Source: an optimization exercise on an open RTL-to-GDS flow (aim: small area). Production flows keep margins and buffers that such runs may drop.
In this exercise RTL edits were held to simulation tests only and were not proved equivalent to the original.
Power and IR drop assume default switching activity.

Setup of onyx:
==> flow/design.v (excerpt) <==
module pipelined_complex_mult (
    input clk,                    
    input rst,                    
    input signed [7:0] a,         
    input signed [7:0] b,         
    input signed [7:0] c,         
    input signed [7:0] d,         
    output reg signed [16:0] real_out,  
    output reg signed [16:0] imag_out   
);
Size in the first run: ~730 cells after synthesis, roughly 140 flip-flops, roughly 68 I/O pins.
Settings: LEC_CHECK=0, CAP_MARGIN=20, CORE_MARGIN=2, CORE_UTILIZATION=40, CTS_BUF_LIST=sky130_fd_sc_hd__clkbuf_8, GPL_TIMING_DRIVEN=0, SLEW_MARGIN=20, SYNTH_HIERARCHICAL=1; clock period 5.0 ns.
standard.sh (not shown) runs the stock make flow with config.mk's settings and CLKGATE_MAP_FILE= SYNTH_SCRIPT=/design/flow/synth_recipe.tcl, a recipe that flattens the netlist after the stock synthesis.
==> flow/flow/run.sh <==
#!/bin/bash
# The standard layout (standard.sh), with these ORFS settings changed:
#  - BUFFER_PORTS_ARGS: buffer_ports puts the smallest buffer,
#    sky130_fd_sc_hd__buf_1, on every input and output port instead of the
#    cell it picks by default (every port still gets its buffer);
#  - CTS_ARGS: the standard clock tree synthesis arguments plus
#    -dont_use_dummy_load (no dummy clock loads for balancing);
#  - REMOVE_ABC_BUFFERS: the floorplan step removes the buffers that ABC put
#    into the synthesized netlist and leaves buffering to the resizer.
# Each tool's full output is in the logs standard.sh writes under orfs/logs;
# this script's own output goes to run.log.
set -e
cd "$(dirname "$0")/.."
export BUFFER_PORTS_ARGS="-buffer_cell sky130_fd_sc_hd__buf_1"
export CTS_ARGS="-repair_clock_nets -dont_use_dummy_load -buf_list sky130_fd_sc_hd__clkbuf_8"
export REMOVE_ABC_BUFFERS=1
bash standard.sh > run.log 2>&1
## Diff of input files: pepper against onyx
diff --git a/flow/flow/run.sh b/flow/flow/run.sh
--- a/flow/flow/run.sh
+++ b/flow/flow/run.sh
@@ -15 +15 @@
-export CTS_ARGS="-repair_clock_nets -dont_use_dummy_load -buf_list sky130_fd_sc_hd__clkbuf_8"
+export CTS_ARGS="-sink_clustering_enable -repair_clock_nets -dont_use_dummy_load -buf_list sky130_fd_sc_hd__clkbuf_8 -sink_buffer_max_cap_derate 1.0 -sink_clustering_size 30 -sink_clustering_max_diameter 200"
Findings:
Per the comparison of pepper with onyx, xor and xnor fraction of the mapped netlist area has remained practically unchanged; routed wire length neither gained nor lost much; diode insertion count for antenna repair did not really move; static leakage power roughly the same. Comparing pepper against onyx, there is no change at all in vias per cell. Compared pepper against onyx; internal power contribution within noise.
The inputs of ember differ from those of pepper as listed below.
diff --git a/flow/flow/run.sh b/flow/flow/run.sh
--- a/flow/flow/run.sh
+++ b/flow/flow/run.sh
@@ -15 +15 @@
-export CTS_ARGS="-sink_clustering_enable -repair_clock_nets -dont_use_dummy_load -buf_list sky130_fd_sc_hd__clkbuf_8 -sink_buffer_max_cap_derate 1.0 -sink_clustering_size 30 -sink_clustering_max_diameter 200"
+export CTS_ARGS="-sink_clustering_enable -repair_clock_nets -dont_use_dummy_load -buf_list \"sky130_fd_sc_hd__clkbuf_4 sky130_fd_sc_hd__clkbuf_8\""
==> notes.md <==
Flip-flop and latch count came out exactly the same in ember and pepper.
Total power: ember vs pepper identical
pepper → ember: global-route total usage across every layer closely matched the old numbers; share of the cycle needed by the critical path after routing closely matched the old numbers.
Reported for ember and pepper, routed wire length turned out identical to the last digit.
Initial antenna violation count: pepper vs ember identical
Diff pepper..ember | total length of routed met3 wires | unchanged
ember -> pepper: design area delta 0, exact match
ember vs. pepper: maximum achievable frequency flat, area after synthesis flat, met3 global-route usage flat.
[inputs] juniper vs ember
diff --git a/flow/flow/run.sh b/flow/flow/run.sh
--- a/flow/flow/run.sh
+++ b/flow/flow/run.sh
@@ -15 +15 @@
-export CTS_ARGS="-sink_clustering_enable -repair_clock_nets -dont_use_dummy_load -buf_list \"sky130_fd_sc_hd__clkbuf_4 sky130_fd_sc_hd__clkbuf_8\""
+export CTS_ARGS="-sink_clustering_enable -repair_clock_nets -dont_use_dummy_load -buf_list sky130_fd_sc_hd__clkbuf_8 -distance_between_buffers 200 -branching_point_buffers_distance 200"
juniper closes out successfully: all stages finished, all timing, DRC and antenna checks passed.
Between juniper and ember, the difference in met1 usage in global routing is negligible.
On post-detailed-route via-to-cell ratio, ember tracks juniper almost exactly.
The run with more setup slack is juniper; ember has less.
ember and juniper ended up with roughly the same worst hold slack.
The post-layout total power of juniper and that of ember are within noise of each other.
Delta (juniper minus ember): number of search-and-repair iterations in the first detailed-routing pass now sits lower; global-route wire length before repair comparable; final period utilization lower; per-cell routed wire length fell about 0.6%; register-to-register slack increased 0.02 ns.


Another version of the RTL of pipelined_complex_mult (not shown whole).
Size: about 810 cells after synthesis, about 130 flip-flops, ~68 I/O pins, ~9900 um^2 of cells after synthesis.
clock: 5.0 ns
lec_check: 0
cap_margin: 20
core_margin: 2
core_utilization: 40
cts_buf_list: sky130_fd_sc_hd__clkbuf_8
gpl_timing_driven: 0
slew_margin: 20
synth_hierarchical: 1
run.sh (not shown) runs the stock make flow with config.mk's settings and CLKGATE_MAP_FILE= SYNTH_SCRIPT=/design/flow/synth_recipe.tcl, a recipe that flattens the netlist after the stock synthesis.
Stock flow here: none of the scripts above is used.
==> next run, changes <==
==> flow/flow/run.sh (new file) <==
#!/bin/bash
set -e
cd "$(dirname "$0")/.."
export BUFFER_PORTS_ARGS="-buffer_cell sky130_fd_sc_hd__buf_1"
export RECOVER_POWER=100
cp standard.sh run_standard_copy.log
bash standard.sh > run.log 2>&1
==> flow/standard.sh (new file) <==
#!/bin/bash
# synth_recipe.tcl (not shown) runs the flow's synth.tcl, then flattens the netlist and writes it again
# the make line also repeats each setting of config.mk as NAME=value (left out here)
make -C /OpenROAD-flow-scripts/flow DESIGN_CONFIG=/design/flow/config.mk WORK_HOME=/design/flow/orfs CLKGATE_MAP_FILE= SYNTH_SCRIPT=/design/flow/synth_recipe.tcl "${@:-finish}"
removed: flow/run.sh
The new run reached the layout checks and failed them: capacitance limit, slew limit. Final cell count stays flat. Global-route usage falls by 0.31 points. Critical path depth stays the same. Maximum frequency barely changes. Sequential share of layout area rises by 1.0 points.
==> next run, changes <==
==> flow/flow/run.sh (replaced) <==
#!/bin/bash
# The standard layout (standard.sh) with these changes:
#  - buffer_ports puts the smallest buffer, sky130_fd_sc_hd__buf_1, on every
#    input and output port instead of the cell it picks by default;
#  - clock tree synthesis arguments as set below (CTS_ARGS), if any.
# Each tool's full output is in the logs standard.sh writes under orfs/logs;
# this script's own output goes to run.log.
set -e
cd "$(dirname "$0")/.."
export BUFFER_PORTS_ARGS="-buffer_cell sky130_fd_sc_hd__buf_1"
export CTS_ARGS="-sink_clustering_enable -repair_clock_nets -dont_use_dummy_load -buf_list sky130_fd_sc_hd__clkbuf_8 -sink_clustering_size 30 -sink_clustering_max_diameter 150"
bash standard.sh > run.log 2>&1
==> flow/flow/ff.json (new file) <==
{"SYNTH_HIERARCHICAL": 1, "GPL_TIMING_DRIVEN": 0, "CTS_BUF_LIST": ["sky130_fd_sc_hd__clkbuf_8"]}
Settings changed: CTS_BUF_LIST sky130_fd_sc_hd__clkbuf_8 to not set, GPL_TIMING_DRIVEN 0 to not set, SYNTH_HIERARCHICAL 1 to not set.
=> This time the run completed without violations. Area after synthesis goes up by 5.8%. Clock skew rose by 0.016 ns. Total power rose by 2.9%. Clock power went down by 30%. Combinational power rose by 12%. Count of clock-buffer cells in the layout is unchanged. Sequential cell count does not change. Cell count goes up by 15%. Setup slack gets worse by 0.064 ns.
==> next run, changes <==
--- a/flow/flow/run.sh
+++ b/flow/flow/run.sh
@@ -10,3 +10,3 @@
 export BUFFER_PORTS_ARGS="-buffer_cell sky130_fd_sc_hd__buf_1"
-export CTS_ARGS="-sink_clustering_enable -repair_clock_nets -dont_use_dummy_load -buf_list sky130_fd_sc_hd__clkbuf_8 -sink_clustering_size 30 -sink_clustering_max_diameter 150"
+export CTS_ARGS="-sink_clustering_enable -repair_clock_nets -dont_use_dummy_load -buf_list sky130_fd_sc_hd__clkbuf_8"
 bash standard.sh > run.log 2>&1
Settings changed: CTS_BUF_LIST set to sky130_fd_sc_hd__clkbuf_8, GPL_TIMING_DRIVEN set to 0, SYNTH_HIERARCHICAL set to 1.
removed: flow/flow/ff.json
What happened: The new run ran to the end with no violations. Setup slack gains 0.041 ns. Final area shrinks by a little under a tenth. Fmax grows slightly. First-iteration DRC count grows by well over a third. Total power shrinks by a little under a tenth. Non-clock buffer count shrinks by 29. Hold slack loses 0.0052 ns. Area after synthesis shrinks by a few percent. Combinational power shrinks by roughly a tenth. Clock skew shrinks by 0.0050 ns.
==> next run, changes <==
==> flow/flow/run.sh (replaced) <==
#!/bin/bash
# The standard layout (standard.sh) with one change: the buffers that
# buffer_ports puts on every input and output port are the smallest buffer,
# sky130_fd_sc_hd__buf_1, instead of the cell it picks by default.
# Each tool's full output is in the logs standard.sh writes under orfs/logs;
# this script's own output goes to run.log.
set -e
cd "$(dirname "$0")/.."
export BUFFER_PORTS_ARGS="-buffer_cell sky130_fd_sc_hd__buf_1"
bash standard.sh > run.log 2>&1
What happened: First-iteration DRC count goes down by a few percent. Design area goes up slightly. Hold slack barely changes. Area after synthesis stays the same. Register-to-register slack gains 0.02 ns. Routed wire length goes up slightly.
==> next run, changes <==
==> flow/flow/run.sh (replaced) <==
#!/bin/bash
# The standard layout (standard.sh) with these changes:
#  - buffer_ports puts the smallest buffer, sky130_fd_sc_hd__buf_1, on every
#    input and output port instead of the cell it picks by default;
#  - clock tree synthesis arguments as set below (CTS_ARGS), if any.
# Each tool's full output is in the logs standard.sh writes under orfs/logs;
# this script's own output goes to run.log.
set -e
cd "$(dirname "$0")/.."
export BUFFER_PORTS_ARGS="-buffer_cell sky130_fd_sc_hd__buf_1"
export CTS_ARGS="-sink_clustering_enable -repair_clock_nets -dont_use_dummy_load -buf_list sky130_fd_sc_hd__clkbuf_8"
export REMOVE_ABC_BUFFERS=1
bash standard.sh > run.log 2>&1
Power falls by about 6%. Cell count drops by 2.3%. Design area is lower by 3.1%. Combinational power went down by about 3%. Synthesized area does not change. Wire length goes down by 2.6%. Worst hold slack is better by 0.015 ns. First-iteration DRC count falls by 2.0%. Maximum frequency falls by about 0.46%. Setup slack degrades by 0.022 ns.


trial 55:
pipelined_complex_mult, a different RTL version from the one above (not shown whole).
Size in the first run: roughly 720 cells after synthesis, roughly 140 flip-flops, roughly 68 I/O pins, about 0.0090 sq mm of cells after synthesis.
Settings: LEC_CHECK=0, CAP_MARGIN=20, CORE_MARGIN=2, CORE_UTILIZATION=40, CTS_BUF_LIST=sky130_fd_sc_hd__clkbuf_8, GPL_TIMING_DRIVEN=0, SLEW_MARGIN=20, SYNTH_HIERARCHICAL=1; clock period 5.0 ns.
standard.sh (not shown) runs the stock make flow with config.mk's settings and CLKGATE_MAP_FILE= SYNTH_SCRIPT=/design/flow/synth_recipe.tcl, a recipe that flattens the netlist after the stock synthesis.
==> flow/flow/run.sh <==
#!/bin/bash
# The standard layout (standard.sh), with these ORFS settings changed:
#  - BUFFER_PORTS_ARGS: buffer_ports puts the smallest buffer,
#    sky130_fd_sc_hd__buf_1, on every input and output port instead of the
#    cell it picks by default (every port still gets its buffer);
#  - CTS_ARGS: the standard clock tree synthesis arguments plus
#    -dont_use_dummy_load (no dummy clock loads for balancing);
#  - REMOVE_ABC_BUFFERS: the floorplan step removes the buffers that ABC put
#    into the synthesized netlist and leaves buffering to the resizer.
# Each tool's full output is in the logs standard.sh writes under orfs/logs;
# this script's own output goes to run.log.
set -e
cd "$(dirname "$0")/.."
export BUFFER_PORTS_ARGS="-buffer_cell sky130_fd_sc_hd__buf_1"
export CTS_ARGS="-sink_clustering_enable -repair_clock_nets -dont_use_dummy_load -buf_list sky130_fd_sc_hd__clkbuf_8"
export REMOVE_ABC_BUFFERS=1
bash standard.sh > run.log 2>&1
Trial 55 finished end to end and its layout was clean on timing, DRC and antenna.
diff inputs: trial 55 => trial 74
diff --git a/flow/flow/run.sh b/flow/flow/run.sh
--- a/flow/flow/run.sh
+++ b/flow/flow/run.sh
@@ -14,3 +14,3 @@
 export BUFFER_PORTS_ARGS="-buffer_cell sky130_fd_sc_hd__buf_1"
-export CTS_ARGS="-sink_clustering_enable -repair_clock_nets -dont_use_dummy_load -buf_list sky130_fd_sc_hd__clkbuf_8"
+export CTS_ARGS="-sink_clustering_enable -repair_clock_nets -dont_use_dummy_load -buf_list sky130_fd_sc_hd__clkbuf_8 -sink_clustering_levels 1"
 export REMOVE_ABC_BUFFERS=1
==> notes.md <==
Trial 74: all stages complete, timing, DRC and antenna checks passed
The flow did not stop early for trial 55: all stages ran, and the layout cleared the timing, design-rule and antenna checks.
Compared with trial 55, in trial 74 final worst setup slack neither gained nor lost much; global router's overall resource usage stayed essentially flat.
Reported for trial 74 and trial 55, via count of the first global-routing pass turned out identical to the last digit.
Comparing trial 74 against trial 55, there is no change at all in routability-driven placement congestion ratio.


pipelined_complex_mult, a different RTL version from the one above (not shown whole).
Size: roughly 750 cells after synthesis, ~140 flip-flops, about 68 I/O pins, about 0.0093 mm² of cells after synthesis.
==> flow/config.mk <==
export PLATFORM = sky130hd
export DESIGN_NAME = pipelined_complex_mult
export DESIGN_NICKNAME = pipelined_complex_mult
export VERILOG_FILES = /design/flow/design.v
export SDC_FILE = /design/flow/constraint.sdc
export NUM_CORES = 4
export LEC_CHECK = 0
export CAP_MARGIN = 20
export CORE_MARGIN = 2
export CORE_UTILIZATION = 65
export CTS_BUF_LIST = sky130_fd_sc_hd__clkbuf_8
export GPL_TIMING_DRIVEN = 0
export PLACE_DENSITY = 0.75
export SLEW_MARGIN = 20
export SYNTH_HIERARCHICAL = 1
==> flow/constraint.sdc <==
create_clock -name core_clock -period 5.0 [get_ports {clk}]
set_input_delay 1.0000 -clock core_clock [delete_from_list [all_inputs] [get_ports {clk}]]
set_output_delay 1.0000 -clock core_clock [all_outputs]
set_load 0.01 [all_outputs]
==> flow/flow/run.sh <==
#!/bin/bash
# The standard layout (standard.sh) with these changes:
#  - buffer_ports puts the smallest buffer, sky130_fd_sc_hd__buf_1, on every
#    input and output port instead of the cell it picks by default;
#  - clock tree synthesis arguments as set below (CTS_ARGS), if any.
# Each tool's full output is in the logs standard.sh writes under orfs/logs;
# this script's own output goes to run.log.
set -e
cd "$(dirname "$0")/.."
export BUFFER_PORTS_ARGS="-buffer_cell sky130_fd_sc_hd__buf_1"
export CTS_ARGS="-sink_clustering_enable -repair_clock_nets -dont_use_dummy_load -buf_list sky130_fd_sc_hd__clkbuf_8"
export REMOVE_ABC_BUFFERS=1
bash standard.sh > run.log 2>&1
==> next run, changes <==
--- a/flow/config.mk
+++ b/flow/config.mk
@@ -8,8 +8,7 @@
 export CAP_MARGIN = 20
 export CORE_MARGIN = 2
-export CORE_UTILIZATION = 65
+export CORE_UTILIZATION = 40
 export CTS_BUF_LIST = sky130_fd_sc_hd__clkbuf_8
 export GPL_TIMING_DRIVEN = 0
-export PLACE_DENSITY = 0.75
 export SLEW_MARGIN = 20
 export SYNTH_HIERARCHICAL = 1
What happened: Final area grows by about 1.2%; core utilization shrinks by 28 points; worst setup slack improves by 0.019 ns; register-to-register slack improves by 0.02 ns; worst hold slack degrades by 0.0043 ns; cell count grows by about 10%; area after synthesis does not change; via count shrinks by about 5%; sequential power is about the same; sequential share of layout area shrinks by 0.28 points.
==> next run, changes <==
==> flow/flow/run.sh (replaced) <==
#!/bin/bash
# The standard layout (standard.sh) with one change: the buffers that
# buffer_ports puts on every input and output port are the smallest buffer,
# sky130_fd_sc_hd__buf_1, instead of the cell it picks by default.
# Each tool's full output is in the logs standard.sh writes under orfs/logs;
# this script's own output goes to run.log.
set -e
cd "$(dirname "$0")/.."
export BUFFER_PORTS_ARGS="-buffer_cell sky130_fd_sc_hd__buf_1"
bash standard.sh > run.log 2>&1
Result:
- The changed run passed the timing, design-rule and antenna checks
- register-to-register slack is about the same
- total power climbs by 4.4%
- global-route usage increases by 0.67 points
- maximum frequency barely changes
- die area stays the same
- wire length climbs by 3.1%
- critical path depth goes up by 2
- count of clock-buffer cells in the layout went up by 1
- sequential share of layout area falls by 0.60 points
- sequential power stays flat
- clock power came out higher by 50%

## separate check: timing with driven ports
No port has a modelled driver above. Below, the same layouts with a new extraction and two added sets of constraints. Step 1 assumes that a clkbuf_16 drives the clock port and a buf_2 every other input. Step 2, shift: input delay + t, output delay - t, t = (earliest + latest rising clock arrival at the registers) / 2. This alone moves slack from input paths to output paths. a / b / c = ideal / step 1 / step 2; a / b = the first two.
run	shift t [ns]	setup WS [ns]	slew at the worst register clock pin (ns)
onyx	0.466	0.288 / 0.288 / 0.288	0.09 / 0.09
pepper	0.466	0.288 / 0.288 / 0.288	0.09 / 0.09
ember	0.466	0.288 / 0.288 / 0.288	0.09 / 0.09
juniper	0.490	0.304 / 0.304 / 0.304	0.09 / 0.09
the first run of note 2	0.495	0.162 / 0.162 / 0.162	0.10 / 0.10
the second run of note 2	0.504	0.175 / 0.175 / 0.175	0.11 / 0.11
the third run of note 2	0.476	0.111 / 0.111 / 0.111	0.09 / 0.09
the fourth run of note 2	0.491	0.151 / 0.151 / 0.151	0.10 / 0.10
the fifth run of note 2	0.512	0.171 / 0.171 / 0.171	0.11 / 0.11
the sixth run of note 2	0.493	0.149 / 0.149 / 0.149	0.09 / 0.09
trial 55	0.470	0.201 / 0.201 / 0.201	0.09 / 0.09
trial 74	0.470	0.201 / 0.201 / 0.201	0.09 / 0.09
the first run of note 4	0.472	0.174 / 0.174 / 0.174	0.09 / 0.09
the second run of note 4	0.476	0.193 / 0.193 / 0.193	0.10 / 0.10
the third run of note 4	0.487	0.184 / 0.184 / 0.184	0.10 / 0.10
